Background: an optimization exercise with open tools, aiming at small area. Do not read the settings as production practice.
Only simulation tests tie the RTL to the original design; equivalence was not proved.
Power figures rest on the tool's default switching activity, not on a simulated workload.

`design/flow/config.mk`:
```
export PLATFORM = sky130hd
export DESIGN_NAME = mm_medtop
export DESIGN_NICKNAME = mm_medtop
export VERILOG_FILES = /design/flow/design.v
export SDC_FILE = /design/flow/constraint.sdc
export NUM_CORES = 4
export LEC_CHECK = 0
export CAP_MARGIN = 20
export CORE_MARGIN = 2
export CORE_UTILIZATION = 40
export SLEW_MARGIN = 20
```
`design/flow/constraint.sdc`:
```
create_clock -name core_clock -period 5.0 [get_ports {clock}]
set_input_delay 1.0000 -clock core_clock [delete_from_list [all_inputs] [get_ports {clock}]]
set_output_delay 1.0000 -clock core_clock [all_outputs]
set_load 0.01 [all_outputs]
```
`design/flow/design.v`:
```
`timescale 1ns/10ps
module mm_medtop (
    clock,
    reset,
    x,
    dvi,
    med,
    dvo
);
input clock;
input reset;
input [7:0] x;
input dvi;
output [7:0] med;
reg [7:0] med;
output dvo;
reg dvo;
reg ok;
wire [7:0] _med;
reg [3:0] xcnt;
reg [9:0] okd;
reg [7:0] win [0:9-1];
reg [7:0] won [0:9-1];
reg [7:0] gmed_gcmp_8_x [0:9-1];
reg [7:0] gmed_gcmp_7_x [0:9-1];
reg [7:0] gmed_gcmp_6_x [0:9-1];
reg [7:0] gmed_gcmp_5_x [0:9-1];
reg [7:0] gmed_gcmp_4_x [0:9-1];
reg [7:0] gmed_gcmp_3_x [0:9-1];
reg [7:0] gmed_gcmp_2_x [0:9-1];
reg [7:0] gmed_gcmp_1_x [0:9-1];
always @(posedge clock) begin: MM_MEDTOP_GMED_GCMP_0_RTL
    integer ii;
    if (reset == 1) begin
        gmed_gcmp_1_x[0] <= 0;
        gmed_gcmp_1_x[1] <= 0;
        gmed_gcmp_1_x[2] <= 0;
        gmed_gcmp_1_x[3] <= 0;
        gmed_gcmp_1_x[4] <= 0;
        gmed_gcmp_1_x[5] <= 0;
        gmed_gcmp_1_x[6] <= 0;
        gmed_gcmp_1_x[7] <= 0;
        gmed_gcmp_1_x[8] <= 0;
    end
    else begin
        gmed_gcmp_1_x[0] <= win[0];
        for (ii=1; ii<(9 - 1); ii=ii+2) begin
            gmed_gcmp_1_x[ii] <= (win[ii] < win[(ii + 1)]) ? win[ii] : win[(ii + 1)];
            gmed_gcmp_1_x[(ii + 1)] <= (win[ii] > win[(ii + 1)]) ? win[ii] : win[(ii + 1)];
        end
    end
end
always @(posedge clock) begin: MM_MEDTOP_GMED_GCMP_1_RTL
    integer ii;
    if (reset == 1) begin
        gmed_gcmp_2_x[0] <= 0;
        gmed_gcmp_2_x[1] <= 0;
        gmed_gcmp_2_x[2] <= 0;
        gmed_gcmp_2_x[3] <= 0;
        gmed_gcmp_2_x[4] <= 0;
        gmed_gcmp_2_x[5] <= 0;
        gmed_gcmp_2_x[6] <= 0;
        gmed_gcmp_2_x[7] <= 0;
        gmed_gcmp_2_x[8] <= 0;
    end
    else begin
        gmed_gcmp_2_x[8] <= gmed_gcmp_1_x[8];
        for (ii=0; ii<(9 - 1); ii=ii+2) begin
            gmed_gcmp_2_x[ii] <= (gmed_gcmp_1_x[ii] < gmed_gcmp_1_x[(ii + 1)]) ? gmed_gcmp_1_x[ii] : gmed_gcmp_1_x[(ii + 1)];
            gmed_gcmp_2_x[(ii + 1)] <= (gmed_gcmp_1_x[ii] > gmed_gcmp_1_x[(ii + 1)]) ? gmed_gcmp_1_x[ii] : gmed_gcmp_1_x[(ii + 1)];
        end
    end
end
always @(posedge clock) begin: MM_MEDTOP_GMED_GCMP_2_RTL
    integer ii;
    if (reset == 1) begin
        gmed_gcmp_3_x[0] <= 0;
        gmed_gcmp_3_x[1] <= 0;
        gmed_gcmp_3_x[2] <= 0;
        gmed_gcmp_3_x[3] <= 0;
        gmed_gcmp_3_x[4] <= 0;
        gmed_gcmp_3_x[5] <= 0;
        gmed_gcmp_3_x[6] <= 0;
        gmed_gcmp_3_x[7] <= 0;
        gmed_gcmp_3_x[8] <= 0;
    end
    else begin
        gmed_gcmp_3_x[0] <= gmed_gcmp_2_x[0];
        for (ii=1; ii<(9 - 1); ii=ii+2) begin
            gmed_gcmp_3_x[ii] <= (gmed_gcmp_2_x[ii] < gmed_gcmp_2_x[(ii + 1)]) ? gmed_gcmp_2_x[ii] : gmed_gcmp_2_x[(ii + 1)];
            gmed_gcmp_3_x[(ii + 1)] <= (gmed_gcmp_2_x[ii] > gmed_gcmp_2_x[(ii + 1)]) ? gmed_gcmp_2_x[ii] : gmed_gcmp_2_x[(ii + 1)];
        end
    end
end
always @(posedge clock) begin: MM_MEDTOP_GMED_GCMP_3_RTL
    integer ii;
    if (reset == 1) begin
        gmed_gcmp_4_x[0] <= 0;
        gmed_gcmp_4_x[1] <= 0;
        gmed_gcmp_4_x[2] <= 0;
        gmed_gcmp_4_x[3] <= 0;
        gmed_gcmp_4_x[4] <= 0;
        gmed_gcmp_4_x[5] <= 0;
        gmed_gcmp_4_x[6] <= 0;
        gmed_gcmp_4_x[7] <= 0;
        gmed_gcmp_4_x[8] <= 0;
    end
    else begin
        gmed_gcmp_4_x[8] <= gmed_gcmp_3_x[8];
        for (ii=0; ii<(9 - 1); ii=ii+2) begin
            gmed_gcmp_4_x[ii] <= (gmed_gcmp_3_x[ii] < gmed_gcmp_3_x[(ii + 1)]) ? gmed_gcmp_3_x[ii] : gmed_gcmp_3_x[(ii + 1)];
            gmed_gcmp_4_x[(ii + 1)] <= (gmed_gcmp_3_x[ii] > gmed_gcmp_3_x[(ii + 1)]) ? gmed_gcmp_3_x[ii] : gmed_gcmp_3_x[(ii + 1)];
        end
    end
end
always @(posedge clock) begin: MM_MEDTOP_GMED_GCMP_4_RTL
    integer ii;
    if (reset == 1) begin
        gmed_gcmp_5_x[0] <= 0;
        gmed_gcmp_5_x[1] <= 0;
        gmed_gcmp_5_x[2] <= 0;
        gmed_gcmp_5_x[3] <= 0;
        gmed_gcmp_5_x[4] <= 0;
        gmed_gcmp_5_x[5] <= 0;
        gmed_gcmp_5_x[6] <= 0;
        gmed_gcmp_5_x[7] <= 0;
        gmed_gcmp_5_x[8] <= 0;
    end
    else begin
        gmed_gcmp_5_x[0] <= gmed_gcmp_4_x[0];
        for (ii=1; ii<(9 - 1); ii=ii+2) begin
            gmed_gcmp_5_x[ii] <= (gmed_gcmp_4_x[ii] < gmed_gcmp_4_x[(ii + 1)]) ? gmed_gcmp_4_x[ii] : gmed_gcmp_4_x[(ii + 1)];
            gmed_gcmp_5_x[(ii + 1)] <= (gmed_gcmp_4_x[ii] > gmed_gcmp_4_x[(ii + 1)]) ? gmed_gcmp_4_x[ii] : gmed_gcmp_4_x[(ii + 1)];
        end
    end
end
always @(posedge clock) begin: MM_MEDTOP_GMED_GCMP_5_RTL
    integer ii;
    if (reset == 1) begin
        gmed_gcmp_6_x[0] <= 0;
        gmed_gcmp_6_x[1] <= 0;
        gmed_gcmp_6_x[2] <= 0;
        gmed_gcmp_6_x[3] <= 0;
        gmed_gcmp_6_x[4] <= 0;
        gmed_gcmp_6_x[5] <= 0;
        gmed_gcmp_6_x[6] <= 0;
        gmed_gcmp_6_x[7] <= 0;
        gmed_gcmp_6_x[8] <= 0;
    end
    else begin
        gmed_gcmp_6_x[8] <= gmed_gcmp_5_x[8];
        for (ii=0; ii<(9 - 1); ii=ii+2) begin
            gmed_gcmp_6_x[ii] <= (gmed_gcmp_5_x[ii] < gmed_gcmp_5_x[(ii + 1)]) ? gmed_gcmp_5_x[ii] : gmed_gcmp_5_x[(ii + 1)];
            gmed_gcmp_6_x[(ii + 1)] <= (gmed_gcmp_5_x[ii] > gmed_gcmp_5_x[(ii + 1)]) ? gmed_gcmp_5_x[ii] : gmed_gcmp_5_x[(ii + 1)];
        end
    end
end
always @(posedge clock) begin: MM_MEDTOP_GMED_GCMP_6_RTL
    integer ii;
    if (reset == 1) begin
        gmed_gcmp_7_x[0] <= 0;
        gmed_gcmp_7_x[1] <= 0;
        gmed_gcmp_7_x[2] <= 0;
        gmed_gcmp_7_x[3] <= 0;
        gmed_gcmp_7_x[4] <= 0;
        gmed_gcmp_7_x[5] <= 0;
        gmed_gcmp_7_x[6] <= 0;
        gmed_gcmp_7_x[7] <= 0;
        gmed_gcmp_7_x[8] <= 0;
    end
    else begin
        gmed_gcmp_7_x[0] <= gmed_gcmp_6_x[0];
        for (ii=1; ii<(9 - 1); ii=ii+2) begin
            gmed_gcmp_7_x[ii] <= (gmed_gcmp_6_x[ii] < gmed_gcmp_6_x[(ii + 1)]) ? gmed_gcmp_6_x[ii] : gmed_gcmp_6_x[(ii + 1)];
            gmed_gcmp_7_x[(ii + 1)] <= (gmed_gcmp_6_x[ii] > gmed_gcmp_6_x[(ii + 1)]) ? gmed_gcmp_6_x[ii] : gmed_gcmp_6_x[(ii + 1)];
        end
    end
end
always @(posedge clock) begin: MM_MEDTOP_GMED_GCMP_7_RTL
    integer ii;
    if (reset == 1) begin
        gmed_gcmp_8_x[0] <= 0;
        gmed_gcmp_8_x[1] <= 0;
        gmed_gcmp_8_x[2] <= 0;
        gmed_gcmp_8_x[3] <= 0;
        gmed_gcmp_8_x[4] <= 0;
        gmed_gcmp_8_x[5] <= 0;
        gmed_gcmp_8_x[6] <= 0;
        gmed_gcmp_8_x[7] <= 0;
        gmed_gcmp_8_x[8] <= 0;
    end
    else begin
        gmed_gcmp_8_x[8] <= gmed_gcmp_7_x[8];
        for (ii=0; ii<(9 - 1); ii=ii+2) begin
            gmed_gcmp_8_x[ii] <= (gmed_gcmp_7_x[ii] < gmed_gcmp_7_x[(ii + 1)]) ? gmed_gcmp_7_x[ii] : gmed_gcmp_7_x[(ii + 1)];
            gmed_gcmp_8_x[(ii + 1)] <= (gmed_gcmp_7_x[ii] > gmed_gcmp_7_x[(ii + 1)]) ? gmed_gcmp_7_x[ii] : gmed_gcmp_7_x[(ii + 1)];
        end
    end
end
always @(posedge clock) begin: MM_MEDTOP_GMED_GCMP_8_RTL
    integer ii;
    if (reset == 1) begin
        won[0] <= 0;
        won[1] <= 0;
        won[2] <= 0;
        won[3] <= 0;
        won[4] <= 0;
        won[5] <= 0;
        won[6] <= 0;
        won[7] <= 0;
        won[8] <= 0;
    end
    else begin
        won[0] <= gmed_gcmp_8_x[0];
        for (ii=1; ii<(9 - 1); ii=ii+2) begin
            won[ii] <= (gmed_gcmp_8_x[ii] < gmed_gcmp_8_x[(ii + 1)]) ? gmed_gcmp_8_x[ii] : gmed_gcmp_8_x[(ii + 1)];
            won[(ii + 1)] <= (gmed_gcmp_8_x[ii] > gmed_gcmp_8_x[(ii + 1)]) ? gmed_gcmp_8_x[ii] : gmed_gcmp_8_x[(ii + 1)];
        end
    end
end
assign _med = won[4];
always @(okd) begin: MM_MEDTOP_RTL_ROR
    integer ii;
    reg o;
    o = okd[0];
    for (ii=1; ii<9; ii=ii+1) begin
        o = (okd[ii] || o);
    end
    ok = o ? 1'b0 : 1'b1;
end
always @(posedge clock) begin: MM_MEDTOP_RTL_IN
    if (reset == 1) begin
        med <= 0;
        dvo <= 0;
        xcnt <= 1;
        okd <= 0;
        win[0] <= 0;
        win[1] <= 0;
        win[2] <= 0;
        win[3] <= 0;
        win[4] <= 0;
        win[5] <= 0;
        win[6] <= 0;
        win[7] <= 0;
        win[8] <= 0;
    end
    else begin
        okd <= (okd >>> 1);
        dvo <= okd[0];
        med <= _med;
        if (((xcnt == 9) && dvi)) begin
            win[($signed({1'b0, xcnt}) - 1)] <= x;
            okd[9] <= 1'b1;
            xcnt <= 1;
        end
        else if ((ok && dvi)) begin
            win[($signed({1'b0, xcnt}) - 1)] <= x;
            xcnt <= (xcnt + 1);
        end
    end
end
endmodule
```
`design/flow/run.sh`:
```
#!/bin/bash
# synth_recipe.tcl (not shown) runs the flow's synth.tcl, then flattens the netlist and writes it again
# the make line also repeats each setting of config.mk as NAME=value (left out here)
make -C /OpenROAD-flow-scripts/flow DESIGN_CONFIG=/design/flow/config.mk WORK_HOME=/design/flow/orfs CLKGATE_MAP_FILE= SYNTH_SCRIPT=/design/flow/synth_recipe.tcl finish
```
==> flow_summary.toml, run 1 <==
[worst_setup_path]
crit_family = "simple AND/OR/NAND/NOR gates"
worstPathCellList = "clkdlybuf4s50_1, nor4b_1, nand3_1, a21oi_2, and4_1, or2_2"
crit_fanout = 9
critPathCaptureType = "flop"
critPathKind = "input port to flop"
cp-start-kind = "input port"
cp.arrival_ps = 3110
path_buf_inv = 1
cp_slowest_cell = "clkdlybuf4s50_1"
cp.required_ps = 5310
cp_slowest_stage_delay_ps = 500

[place]
place_area_sq_um = 26300
place_congestion = 0.836
io_buffers = 19
hpwl_microns = 38300
dp.cells = 3300

[clock_network]
cts_resized = 0
cts_hold_buf = 0
root_buffer = "clkbuf_16"
worstSkewPairLatency_ps = 620
htreeDepth = 2
post-cts-setup-buffers = 0
cts_tree = "built"
cts.sinks = 551
clkTransAtPathRegs_ps = 60
cts_buffer_depth = 3
cts_inserted_buffers = 57

[pwr]
vdd_drop_max_v = 0.000349
leakage_nw = 11.9
p_per_area_nw_per_um2 = 451

[final_layout]
drive_gt1_frac = 0.0628
multi_input_area_sq_um = 12200
layout_common_cells = "dfxtp_1, mux2i_1, nand2_1"
regArea_sq_um = 11800
final_area_sq_um = 28500
stdcell_count = 3408
antennaDiodeCount = 0
syn_to_final_growth_pct = 12.3
final_common_cell = "dfxtp_1"
final_nets = 2765
finish.utilization = 0.453
fillers = 5948

[global_routing]
antenna_found_initial = 0
grtUsageTotal = 0.153
grt_start_max_net_pins = 182
gr-total-overflow = 0
grt_pass1_vias = 17200
grt_pass1_wl_microns = 84200

[timing]
finalSetupViolCount = 0
period_minus_slack_ps = 2800
hold_violations = 0
slew_violations = 0
relSlewSlack = 0.340
max_freq_ghz = 0.357
post-route-period-util = 0.560
tightest_slew_ps = 989
rsz0062_at_grt = "false"
tns_ps = 0
fin_skew_ps = 25.6

[routing]
via_count = 16900
drc = 0
routedWlPerCell_microns = 14.9
drt-total-wl_microns = 50700
drt_iter0_markers = 888
ant_nets = 0
via_per_inst = 4.96
first_pass_iters = 5

[flow_run]
cap_violations = 0

[logic_synthesis]
synth.yosys.warnings = 10
syn_inst = 2526
synth_edf_count = 72
ys_seq_area_frac = 0.464
syn_area_sq_um = 25400
synthArstFlopShare = 0
ys.flop_type = "dfxtp_1"
ys_ff_latch = 551
synth_nets = 2778
yosysUniqueCellTypes = 45
synth.avg_cell_area_sq_um = 10.0

[floorplan]
start_util = 0.403
die-area_sq_um = 65400
core_sq_um = 62900
die_height_microns = 256
rows = 92
fp.dieW_microns = 256
io_pins = 20

[status]
status = "timing/DRC/antenna clean"

[hold_path]
min_path_type = "flop to flop"
-- kinds of logic after synthesis --
family	count (synthesis)	synth area share
AND/OR/NAND/NOR	696	0.134
flip-flops	551	0.464
multiplexers	369	0.146
buffers and inverters	361	0.0569
AO/OA/AOI/OAI	304	0.0801
adder cells (fa/ha/maj)	241	0.119
XOR/XNOR	4	0.00138
-- state kept, by name (all words and copies together), names as in the netlist --
name and count:
gmed_gcmp_3_x 72, gmed_gcmp_5_x 64, gmed_gcmp_6_x 48, okd 10, win 72, xcnt 4
won 8, gmed_gcmp_4_x 72, gmed_gcmp_8_x 16, med 8, gmed_gcmp_2_x 72, gmed_gcmp_7_x 32
gmed_gcmp_1_x 72, dvo 1
-- synthesized netlist by cell type (5+ instances only) --
cell type | instances | area share
a211oi_1 | 38 | 0.011
a21o_1 | 21 | 0.0062
a21oi_1 | 90 | 0.018
a41o_1 | 12 | 0.0047
a41o_2 | 8 | 0.0036
and2_1 | 73 | 0.018
and3_1 | 7 | 0.0017
and4_1 | 5 | 0.0017
and4b_1 | 16 | 0.0063
buf_1 | 6 | 0.00089
buf_2 | 34 | 0.0067
buf_6 | 6 | 0.0027
clkbuf_1 | 66 | 0.0098
dfxtp_1 | 479 | 0.38
edfxtp_1 | 72 | 0.085
ha_1 | 241 | 0.12
inv_1 | 248 | 0.037
mux2i_1 | 369 | 0.15
nand2_1 | 346 | 0.051
nand3_1 | 5 | 0.00099
nand4_1 | 80 | 0.020
nor2_1 | 70 | 0.010
nor2b_1 | 67 | 0.017
o211ai_1 | 13 | 0.0038
o21a_1 | 34 | 0.010
o21ai_0 | 61 | 0.012
or2_2 | 14 | 0.0035
or3_1 | 5 | 0.0012
-- through the flow --
| step | hold WS (ps) | power [W] | setup slack, ps |
|---|---|---|---|
| final | 433 | 0.0128 | 2200 |
| after global placement | 419 | 0.00807 | 1530 |
| after detailed placement | 424 | 0.00816 | 1560 |
| after floorplan | 414 | 0.00765 | 2430 |
| after CTS | 439 | 0.0130 | 2230 |
| after global routing | 457 | 0.0134 | 2000 |
-- power breakdown --
group	switching (W)	internal, W
registers	0.000187	0.00478
logic	0.00168	0.00141
clock network	0.00184	0.00293
total	0.00371	0.00912
-- path summary, 6_finish.rpt --
kind | startpoint | to | slack, ps | depth (start not counted)
setup / recovery | dvi | win[6][7]$_SDFFCE_PN0P_ | 2200 | 6
hold / removal | gmed_gcmp_2_x[0][0]$_SDFF_PP0_ | gmed_gcmp_3_x[0][0]$_SDFF_PP0_ | 430 | 1
setup reg to reg | xcnt[0]$_SDFFE_PP1N_ | win[6][7]$_SDFFCE_PN0P_ | 2520 | 5
hold reg to reg | gmed_gcmp_2_x[0][0]$_SDFF_PP0_ | gmed_gcmp_3_x[0][0]$_SDFF_PP0_ | 430 | 1
-- worst register-to-register path, stage by stage, from the launching register on --
cell      delay (ps)
dfxtp_1          450
ha_1             340
nand4b_1         270
a21oi_2          450
and4_1           390
or2_2            260
-- per-layer routing --
layer	track usage	share of wire
met1	0.197	0.47
met5	0	0
met4	0.0487	0.023
met2	0.266	0.48
met3	0.0207	0.025
-- area by class of cell --
type	instances	area share
timing repair buffer	40	0.0121
clock buffer	72	0.0590
sequential	551	0.413
multi-input combinational	1614	0.427
tap	846	0.0372
clock inverter	36	0.0185
inverter	249	0.0331
==> inputs of run 2 (changes only) <==
==> design/flow/design.v (replaced) <==
`timescale 1ns/10ps
module mm_medtop (
    clock,
    reset,
    x,
    dvi,
    med,
    dvo
);
input clock;
input reset;
input [7:0] x;
input dvi;
output [7:0] med;
output dvo;
reg [7:0] s0, s1, s2, s3, s4;
reg [3:0] xcnt;    
reg [3:0] bc;      
function lt8;
    input [7:0] a;
    input [7:0] b;
    integer i;
    reg r;
    begin
        r = 1'b0;
        for (i = 0; i < 8; i = i + 1)
            r = (~a[i] & b[i]) | ((~a[i] | b[i]) & r);
        lt8 = r;
    end
endfunction
wire ok = (bc == 4'd0) || (bc == 4'd1) || (bc == 4'd11);
wire last = (xcnt == 4'd9);
wire acc = dvi && (last || ok);
wire lt0 = lt8(x, s0) || (xcnt <= 4'd1);
wire lt1 = lt8(x, s1) || (xcnt <= 4'd2);
wire lt2 = lt8(x, s2) || (xcnt <= 4'd3);
wire lt3 = lt8(x, s3) || (xcnt <= 4'd4);
wire lt4 = lt8(x, s4) || (xcnt <= 4'd5);
assign med = s4;
assign dvo = (bc == 4'd11);
always @(posedge clock) begin
    if (acc) begin
        s0 <= lt0 ? x : s0;
        s1 <= lt0 ? s0 : (lt1 ? x : s1);
        s2 <= lt1 ? s1 : (lt2 ? x : s2);
        s3 <= lt2 ? s2 : (lt3 ? x : s3);
        if (xcnt >= 4'd5)
            s4 <= lt3 ? s3 : (lt4 ? x : s4);
    end
end
always @(posedge clock) begin
    if (reset) begin
        xcnt <= 4'd1;
        bc <= 4'd0;
    end
    else begin
        if (bc == 4'd11)
            bc <= 4'd0;
        else if (bc != 4'd0)
            bc <= bc + 4'd1;
        if (last && dvi) begin
            xcnt <= 4'd1;
            bc <= 4'd1;
        end
        else if (ok && dvi)
            xcnt <= xcnt + 4'd1;
    end
end
endmodule
==> run 2 against run 1 <==
Still clean. Global-route usage shrank 0.50 points. Critical path depth grew 2. Clock skew shrank 12 ps. Largest cell class is now sequential cells. Largest power group unchanged.
==> flow_summary.toml, run 2 <==
[status]
status = "timing/DRC/antenna clean"

[pwr]
p_per_area_nw_per_um2 = 421
vdd_drop_max_v = 0.000188
leakage_nw = 1.20

[logic_synthesis]
syn_inst = 253
ys_ff_latch = 48
synth_edf_count = 40
synth.area.mux_share = 0.0957
yosysTopAreaCell = "edfxtp_1"
synth.avg_cell_area_sq_um = 11.0
synth_top_family_by_area = "compound AO/OA/AOI/OAI gates"
synth.top_cells.by_count = "edfxtp_1, inv_1, o21ai_0"
synth-simple-area-share = 0.109
yosysMostFrequentCell = "edfxtp_1"
synth_nets = 271
synth_compound_area_frac = 0.156
ys_seq_area_frac = 0.489
yosysUniqueCellTypes = 50
ys.flop_type = "edfxtp_1"
syn_area_sq_um = 2790
synth.top_cell.area_share = 0.431
synth.yosys.warnings = 1
synth_fa_ha_area_frac = 0.0948
synthTopCellsByArea = "edfxtp_1, dfxtp_1, maj3_1"
synthArstFlopShare = 0
synth_xor_area_frac = 0.0126

[place]
hpwl_microns = 4130
place_congestion = 0.822
place_area_sq_um = 3080
dp.cells = 352
pre_cts_slack_ps = 963
io_buffers = 19

[routing]
first_pass_iters = 4
via_count = 1916
routedWlPerCell_microns = 14.7
ant_nets = 0
drc = 0
drt-total-wl_microns = 5310
via_per_inst = 5.32
drt_iter0_markers = 106

[final_layout]
final_nets = 297
regArea_sq_um = 1360
stdcell_count = 360
final_area_sq_um = 3170
final_common_cell = "edfxtp_1"
finish.utilization = 0.469
layout_common_cells = "edfxtp_1, inv_1, clkdlybuf4s50_1"
antennaDiodeCount = 0
multi_input_area_sq_um = 1300
syn_to_final_growth_pct = 13.8
fillers = 641
drive_gt1_frac = 0.121

[clock_network]
cts.sinks = 48
htreeDepth = 2
cts_hold_buf = 0
cts_tree = "built"
root_buffer = "clkbuf_8"
cts_buffer_depth = 2
cts_inserted_buffers = 5
cts_resized = 0
clkTransAtPathRegs_ps = 90
worstSkewPairLatency_ps = 310
post-cts-setup-buffers = 0

[floorplan]
die_height_microns = 87.4
core_sq_um = 6760
fp.dieW_microns = 87.4
io_pins = 20
rows = 30
die-area_sq_um = 7650
start_util = 0.412

[worst_setup_path]
cp_slowest_stage_delay_ps = 580
critPathCaptureType = "flop"
rr_worst_depth = 7
critPathKind = "input port to flop"
timing.rr.end = "s2[7]$_DFFE_PP_"
worstPathCellList = "clkdlybuf4s50_1, nand2b_1, maj3_2, maj3_2, maj3_2, o21ai_2, a21oi_4, a21oi_1"
r2r_start = "s1[2]$_DFFE_PP_"
crit_fanout = 10
critPathCapture = "s1[5]$_DFFE_PP_"
critPathMostFrequentCell = "maj3_2"
cp-start-kind = "input port"
crit_family = "adder cells"
cp.required_ps = 4940
critical_path_depth = 8
cp_slowest_cell = "clkdlybuf4s50_1"
crit_start = "x[0]"
cp.arrival_ps = 3650
rrSetupSlack_ps = 2360
path_buf_inv = 1

[timing]
hold_violations = 0
max_freq_ghz = 0.269
relSlewSlack = 0.480
finalWorstSetupSlack_ps = 1290
period_minus_slack_ps = 3710
fin_skew_ps = 13.3
slew_violations = 0
tightest_slew_ps = 780
rsz0062_at_grt = "false"
post-route-period-util = 0.743
finalSetupViolCount = 0
tns_ps = 0

[flow_run]
cap_violations = 0

[global_routing]
grt_start_max_net_pins = 16
grt_pass1_vias = 1830
gr-total-overflow = 0
antenna_found_initial = 0
grt_pass1_wl_microns = 8710
grtUsageTotal = 0.148

[hold_path]
min_path_type = "flop to flop"
[run 2: worst min path at each step]
stage | startpoint | endpoint | slack (ps) | depth (start not counted)
after floorplan | bc[1]$_SDFFE_PP0N_ | bc[1]$_SDFFE_PP0N_ | 530 | 2
after global placement | s3[0]$_DFFE_PP_ | s4[0]$_DFFE_PP_ | 560 | 1
after detailed placement | s0[7]$_DFFE_PP_ | s1[7]$_DFFE_PP_ | 570 | 1
after CTS | bc[1]$_SDFFE_PP0N_ | bc[1]$_SDFFE_PP0N_ | 580 | 2
after global routing | s0[0]$_DFFE_PP_ | s1[0]$_DFFE_PP_ | 620 | 1
final | bc[1]$_SDFFE_PP0N_ | bc[1]$_SDFFE_PP0N_ | 580 | 2
[run 2: worst register-to-register path, stage by stage (launching register included)]
cell,delay (ps)
edfxtp_1,420
inv_1,50
o311ai_0,400
a2111oi_0,120
o21ai_0,280
o211a_1,280
nor2_1,100
a21oi_1,630
[run 2: layout make-up]
type                            count  area share
Inverter                           30      0.0355
Clock buffer                        5      0.0217
Multi-Input combinational cell    173       0.411
Timing Repair Buffer               21      0.0647
Tap cell                           80      0.0316
Clock inverter                      3     0.00592
Sequential cell                    48       0.429
[run 2: metrics by stage]
step,hold slack [ps],power (W)
final,575,0.00133
after CTS,581,0.00134
after detailed placement,566,0.00111
after global placement,562,0.00110
after floorplan,532,0.000991
after global routing,617,0.00143
[run 2: power breakdown]
part	total, W	internal, W	switching (W)
Combinational	0.000444	0.000199	0.000245
Clock	0.000235	0.0000969	0.000138
Sequential	0.000655	0.000585	0.0000696
Total	0.00133	0.000881	0.000453
[run 2: kinds of logic (layout without fill, tap and decap cells)]
logic type,after synthesis,after routing
AO/OA/AOI/OAI,61,61
AND/OR/NAND/NOR,60,60
flip-flops,48,48
buffers and inverters,32,59
adder cells (fa/ha/maj),24,24
multiplexers,24,24
XOR/XNOR,4,4
[run 2: routing by layer]
layer  vias up  global-route usage  wire length, microns
met5         -                   0                     0
met3         7              0.0322                   151
met4         0              0.0476                    80
li1        977                   -                     -
met2        32               0.236                  2410
met1       900               0.201                  2660

==> static timing again, ports no longer ideal <==
In the flow no input, the clock included, has a driving cell. The finished layouts below were timed again as built, in two steps. Step 1: set_driving_cell puts a clkbuf_16 on clock and a buf_2 on each other input, an assumption about the parent block. Step 2 also shifts input and output timing later by t, the mid clock arrival at the registers, as if the neighbouring blocks saw the same clock. Slacks: ideal ports / drivers / drivers and shift; pairs: ideal ports / drivers.
run	t, ns	setup WS [ns]	worst register clock-pin slew, ns	cell pins on the clock port's net
run 1	0.666	2.198 / 2.232 / 1.566	0.07 / 0.07	1
run 2	0.331	1.287 / 1.297 / 0.966	0.10 / 0.10	1
After both steps every run listed still meets setup and hold. The setup slack of run 1, which loses most, moves by +0.034 ns with the drivers and by -0.632 ns with both steps.
